Background: an optimization exercise with open tools, aiming at small area and a short achievable clock period. Do not read the settings as production practice. Where RTL was checked, it was by simulation tests only, not by an equivalence proof against the original. Power figures rest on the tool's default switching activity, not on a simulated workload.

==> flow/design.v <==
module RegularFuzzification(
  input        clock,
  input        reset,
  input        io_start,
  input  [9:0] io_inputs_0,
  input  [9:0] io_inputs_1,
  output       io_outResultValid,
  output [6:0] io_outResult
);
  function gt7(input [6:0] a, input [6:0] b);
    integer i;
    reg g;
    begin
      g = 1'b0;
      for (i = 0; i < 7; i = i + 1)
        g = (a[i] & ~b[i]) | (~(~a[i] & b[i]) & g);
      gt7 = g;
    end
  endfunction
  wire [9:0] xi = io_inputs_0;
  wire [7:0] yi = io_inputs_1[7:0];
  wire xa = xi > 10'd50,  xb = xi > 10'd150, xc = xi > 10'd200, xd = xi > 10'd300,
       xe = xi > 10'd350, xf = xi > 10'd450, xg = xi > 10'd500, xh = xi > 10'd550,
       xk = xi > 10'd600;
  wire a1 = xa && !xb, a2 = xb && !xc, a3 = xc && !xd, a5 = xe && !xf, a67 = xf && !xh,
       a78 = xg && !xk;
  wire [6:0] x7 = xi[6:0];
  wire [6:0] x1i = ({7{!xa}} & 7'd100)          | ({7{a1}}  & (7'd22 - x7)) |
                   ({7{a3}}  & (7'd44 - x7))     | ({7{a5}}  & (x7 + 7'd34)) |
                   ({7{a67}} & (7'd38 - x7));                    
  wire [6:0] x2i = ({7{a1}}  & (x7 + 7'd78))     | ({7{a3}}  & (x7 + 7'd56)) |
                   ({7{a78}} & (x7 + 7'd12))     | ({7{a2 || xk}} & 7'd100);   
  wire [1:0] ii  = {xe, xc};
  wire hxgi = (xi < 10'd100) || (xc && xi < 10'd250) || (xe && xi < 10'd525);
  wire hxei = (xi == 10'd100) || (xi == 10'd250) || (xd && !xe) || (xi == 10'd525);
  wire ya = yi > 8'd20,  yb = yi > 8'd40,  yc = yi > 8'd60,  yd = yi > 8'd80,
       ye = yi > 8'd100, yf = yi > 8'd120, yg = yi > 8'd140, yh = yi > 8'd160;
  wire [1:0] ji  = {yd, yb} == 2'b11 ? {1'b1, yf} : {1'b0, yb};
  wire s1 = ya && !yb, s2 = yc && !yd, s3 = ye && !yf, s4 = yg && !yh;
  wire [2:0] ty  = yi[4:2] + {s3 || s4, s1 || s3, 1'b1};
  wire [4:0] ti  = {ty, yi[1:0]};
  wire [6:0] t5i = {ti, 2'b00} + {2'b00, ti};
  wire [6:0] y2i = ({7{s1 || s2 || s3 || s4}} & t5i) | ({7{yh}} & 7'd100);
  reg [6:0] X1, X2, Y2;
  reg       i1, i0, j1, j0, hxg, hxe;
  always @(posedge clock) if (io_start) begin
    X1 <= x1i;  X2 <= x2i;  {i1, i0} <= ii;  hxg <= hxgi; hxe <= hxei;
    Y2 <= y2i;  {j1, j0} <= ji;
  end
  wire [6:0] Y1  = 7'd100 - Y2;
  wire       hyg = Y2 < 7'd50;
  wire       hye = Y2 == 7'd50;
  wire g11 = gt7(X1, Y1);
  wire g12 = gt7(X1, Y2);
  wire g21 = gt7(X2, Y1);
  wire g22 = gt7(X2, Y2);
  wire a_X1 = (i1 && j1 && !g12 && hxg) ||
      (i1 && j1 && j0 && !g11 && hxg) ||
      (i1 && j1 && j0 && g11 && !g12);
  wire a_X2 = (i1 && !j1 && j0 && !g22) ||
      (i1 && j1 && !g21 && !hxg) ||
      (i1 && j1 && !j0 && !g22 && !hxg) ||
      (i1 && j1 && !j0 && !g21 && g22);
  wire a_Y1 = (i1 && j1 && j0 && !g11 && g21) ||
      (i1 && j1 && g21 && hyg) ||
      (i1 && j1 && j0 && g11 && hyg);
  wire a_Y2 = (i1 && !j1 && j0 && g22) ||
      (i1 && j1 && !j0 && g12 && !g22) ||
      (i1 && j1 && g12 && !hyg) ||
      (i1 && j1 && !j0 && g22 && !hyg);
  wire n_X1 = (!j1 && !j0 && !g11 && hxg) ||
      (!i0 && !j1 && j0 && !g11) ||
      (!i1 && i0 && j1 && j0 && !g11) ||
      (!i1 && i0 && j1 && !g12 && !g22) ||
      (!i0 && !j1 && !g12 && !g22) ||
      (!i0 && j1 && !j0 && !g11 && g12);
  wire n_X2 = (i0 && !j1 && j0 && !g21) ||
      (!j1 && !j0 && !g21 && !hxg) ||
      (!i0 && j1 && j0 && !g21) ||
      (i0 && !j1 && !j0 && g21 && !g22) ||
      (!i0 && j1 && g11 && g21) ||
      (!i1 && i0 && !j1 && j0 && !g22) ||
      (!i1 && i0 && j1 && !j0 && !g21 && g22) ||
      (!i0 && j1 && !g12 && hxg) ||
      (!i1 && i0 && !j1 && !g12 && !g21);
  wire n_Y1 = (i1 && !j1 && j0 && g21) ||
      (i0 && !j1 && !j0 && g11 && !g21) ||
      (i0 && !j1 && g21 && hyg) ||
      (!i0 && !j0 && !g22 && hyg) ||
      (!i0 && !j1 && !j0 && !g11 && !g12) ||
      (!i1 && i0 && j1 && !j0 && !g11 && g21) ||
      (!i0 && !j1 && !g22 && hyg) ||
      (!i0 && j1 && j0 && g21 && hyg) ||
      (!i0 && j1 && !j0 && !g21 && !hyg) ||
      (!i1 && i0 && j1 && j0 && g11 && hyg);
  wire n_Y2 = (!i0 && j1 && !g11 && !hyg) ||
      (!i1 && i0 && j1 && !g21 && hxg && !hyg) ||
      (!i1 && i0 && !j1 && !g11 && g21 && !hyg) ||
      (!i0 && !j1 && g12 && !hyg) ||
      (!i1 && i0 && j1 && !j0 && g12 && !g22) ||
      (i1 && !j1 && !j0 && g22 && !hyg) ||
      (!i0 && j1 && !j0 && !g11 && !g12);
  wire n_c0 = (i1 && j0) ||
      (j1 && j0 && hyg) ||
      (i1 && !hxg && !hxe) ||
      (i0 && j1 && !j0 && !g22) ||
      (!i0 && j1 && !j0 && g21) ||
      (j1 && j0 && hye) ||
      (i0 && !j1 && !j0 && !hxg && !hxe && hyg) ||
      (i1 && g21) ||
      (i0 && j1 && j0 && !g11) ||
      (!i0 && j1 && j0 && !g21) ||
      (i0 && !j1 && !j0 && g21 && hye);
  wire n_c1 = (i1) ||
      (i0 && !j1 && j0) ||
      (i0 && j1 && !j0 && g22) ||
      (j1 && j0 && g11 && g21) ||
      (i0 && !j1 && g21 && !g22) ||
      (i0 && j0 && !g21 && !hyg && !hye) ||
      (!i0 && j1 && j0 && g21 && !g22) ||
      (i0 && !j1 && !g11 && !hyg && !hye) ||
      (!i0 && j1 && j0 && g22 && !hyg && !hye);
  wire o_X1 = (i0 && !j1 && !g12) ||
      (i1 && j1 && !j0 && !g11) ||
      (!i0 && j1 && j0 && !g11) ||
      (i0 && !j1 && j0 && !g11) ||
      (!i0 && j1 && !g12 && !g22) ||
      (i0 && j1 && !j0 && !g21 && g22) ||
      (i0 && j1 && !j0 && !g11 && g12);
  wire o_X2 = (!i0 && !j1 && !g22) ||
      (!i1 && i0 && j1 && !g12 && !g22) ||
      (!i1 && i0 && j1 && j0 && !g21) ||
      (!i0 && !j1 && j0 && !g21) ||
      (!i0 && j1 && !j0 && !g21 && g22);
  wire o_Y1 = (i1 && j1 && !j0 && g11) ||
      (i0 && !j1 && j0 && g11 && hyg) ||
      (!i0 && j1 && !j0 && g21 && g22) ||
      (i0 && j1 && !j0 && g11 && !g21) ||
      (!i0 && !j1 && j0 && !g12 && hyg) ||
      (!i0 && j1 && j0 && !g22 && hyg) ||
      (!i1 && i0 && j1 && j0 && g21 && hyg);
  wire o_Y2 = (i0 && !j1 && !j0 && g12) ||
      (!i0 && !j1 && !j0 && g22) ||
      (!i0 && j1 && g12 && !hyg) ||
      (i0 && !j1 && g12 && !hyg) ||
      (!i1 && i0 && j1 && g22 && !hyg) ||
      (!i0 && !j1 && g22 && !hyg) ||
      (!i0 && j1 && !j0 && !g21 && !g22) ||
      (!i1 && i0 && j1 && !j0 && !g12 && g22);
  wire o_c3 = (i1) ||
      (i0 && j1 && j0) ||
      (i0 && j1 && g21);
  function [6:0] pick(input s1, input s2, input s3, input s4,
                      input [6:0] a, input [6:0] b, input [6:0] c, input [6:0] d);
    pick = ({7{s1}} & a) | ({7{s2}} & b) | ({7{s3}} & c) | ({7{s4}} & d);
  endfunction
  wire [6:0] ov = pick(o_X1, o_X2, o_Y1, o_Y2, X1, X2, Y1, Y2);
  wire [6:0] nv = pick(n_X1, n_X2, n_Y1, n_Y2, X1, X2, Y1, Y2);
  wire [6:0] av = pick(a_X1, a_X2, a_Y1, a_Y2, X1, X2, Y1, Y2);
  reg [6:0] rov, rnv;
  reg       ro3;
  reg [1:0] rnk;
  always @(posedge clock) if (io_start) begin
    rov <= ov;
    ro3 <= o_c3;
    rnv <= nv;
    rnk <= {n_c1, n_c0};
  end
  reg [6:0] rov2;
  reg       ro32;
  always @(posedge clock) if (io_start) begin
    rov2 <= rov;
    ro32 <= ro3;
  end
  wire [1:0] ok = {ro32, 1'b1};
  wire       take_new = gt7(rnv, rov2) || (rnv == rov2 && rnk < ok);
  wire [6:0] bv = take_new ? rnv : rov2;
  wire [1:0] bk = take_new ? rnk : ok;
  wire       a_wins = gt7(av, bv);
  reg  [6:0] wv;
  reg  [1:0] wk;
  always @(posedge clock) if (io_start) begin
    wv <= a_wins ? 7'd0 : bv;
    wk <= a_wins ? 2'd1 : (bv == 7'd0) ? 2'd0 : bk;
  end
  reg  [6:0] wv2;
  reg  [1:0] wk2;
  always @(posedge clock) if (io_start) begin
    wv2 <= wv;
    wk2 <= wk;
  end
  wire [6:0] m22 = g22 ? Y2 : X2;                  
  wire r24gt = i1 && i0 && j1 && j0 && gt7(m22, wv2);
  wire a_won = (wv2 == 7'd0) && (wk2 != 2'd0);
  wire [2:0] fin = (a_won || r24gt) ? 3'd4 : {1'b0, wk2};
  reg [2:0] f1, f2, f3, f4;
  always @(posedge clock) if (io_start) begin
    f1 <= fin;
    f2 <= f1;
    f3 <= f2;
    f4 <= f3;
  end
  assign io_outResultValid = 1'b0;
  assign io_outResult = io_start ? {4'd0, f4} : 7'd0;
endmodule
make LEC_CHECK=0 ABC_AREA=1 CAP_MARGIN=20 CORE_MARGIN=2 CORE_UTILIZATION=40 CTS_BUF_LIST='sky130_fd_sc_hd__clkbuf_4 sky130_fd_sc_hd__clkbuf_8' CTS_CLUSTER_SIZE=30 SETUP_SLACK_MARGIN=4.2 SLEW_MARGIN=20 finish   # period 8.0 ns
run.sh (not shown) runs the stock make flow with config.mk's settings and CLKGATE_MAP_FILE= SYNTH_SCRIPT=/design/flow/synth_recipe.tcl, a recipe that flattens the netlist after the stock synthesis.
Then changed:
--- a/flow/design.v
+++ b/flow/design.v
@@ -176,23 +176,20 @@
   wire       take_new = gt7(rnv, rov2) || (rnv == rov2 && rnk < ok);
   wire [6:0] bv = take_new ? rnv : rov2;
   wire [1:0] bk = take_new ? rnk : ok;
-  wire       a_wins = gt7(av, bv);
   reg  [6:0] wv;
-  reg  [1:0] wk;
-  always @(posedge clock) if (io_start) begin
-    wv <= a_wins ? 7'd0 : bv;
-    wk <= a_wins ? 2'd1 : (bv == 7'd0) ? 2'd0 : bk;
+  reg  [2:0] wi;
+  always @(posedge clock) if (io_start) begin
+    wv <= bv;
+    wi <= gt7(av, bv) ? 3'd4 : (bv == 7'd0) ? 3'd0 : {1'b0, bk};
   end
   reg  [6:0] wv2;
-  reg  [1:0] wk2;
+  reg  [2:0] wi2;
   always @(posedge clock) if (io_start) begin
     wv2 <= wv;
-    wk2 <= wk;
-  end
-  wire [6:0] m22 = g22 ? Y2 : X2;                  
-  wire r24gt = i1 && i0 && j1 && j0 && gt7(m22, wv2);
-  wire a_won = (wv2 == 7'd0) && (wk2 != 2'd0);
-  wire [2:0] fin = (a_won || r24gt) ? 3'd4 : {1'b0, wk2};
+    wi2 <= wi;
+  end
+  wire r24gt = i1 && i0 && j1 && j0 && gt7(X2, wv2) && gt7(Y2, wv2);
+  wire [2:0] fin = (wi2[2] || r24gt) ? 3'd4 : wi2;
   reg [2:0] f1, f2, f3, f4;
   always @(posedge clock) if (io_start) begin
     f1 <= fin;
=>
- design area goes down by 1.0%
- first-iteration DRC count goes up by 14%
- clock-buffer cell count goes down by 1
- sequential power goes up by about 1%
- total power goes up by 0.65%
- global-route usage goes up by 0.92 points
- utilization goes down by 0.32 points
- via count goes up by 1.3%
- combinational power goes down by 9.6%
- worst hold slack is better by 0.0031 ns
- routed wire length goes up by 3.7%
- non-clock buffer count goes down by 9
For the first run of this note, only the layout was checked, not whether the RTL still works.

==> afterwards: timing with drivers on the ports <==
The flow's constraints put no driver on any port. The routed layouts listed below were extracted and timed again, unchanged, in two steps.
Step 1 assumes that a clkbuf_16 drives the clock port and a buf_2 every other input.
Step 2 adds t to the input delays and takes it off the output delays; t is the mean of the earliest and latest rising clock arrival at the registers after step 1. Input paths then give back, and output paths get back, about the clock's delay inside the block.
Three values: ideal, step 1, step 2; two values: the first two.
run | t (ns) | slack for setup (ns) | worst hold slack (ns) | clock arrival spread, ns | worst data-port slew with drivers (ns)
the first run | 0.402 | 4.148 / 4.123 / 3.741 | 0.421 / 0.421 / 0.421 | 0.019 / 0.019 | 0.17
the second run | 0.405 | 4.115 / 4.108 / 3.702 | 0.424 / 0.424 / 0.424 | 0.012 / 0.011 | 0.13
After both steps every run listed still meets setup and hold. The setup slack of the second run, which loses most, moves by -0.007 ns with the drivers and by -0.413 ns with both steps.
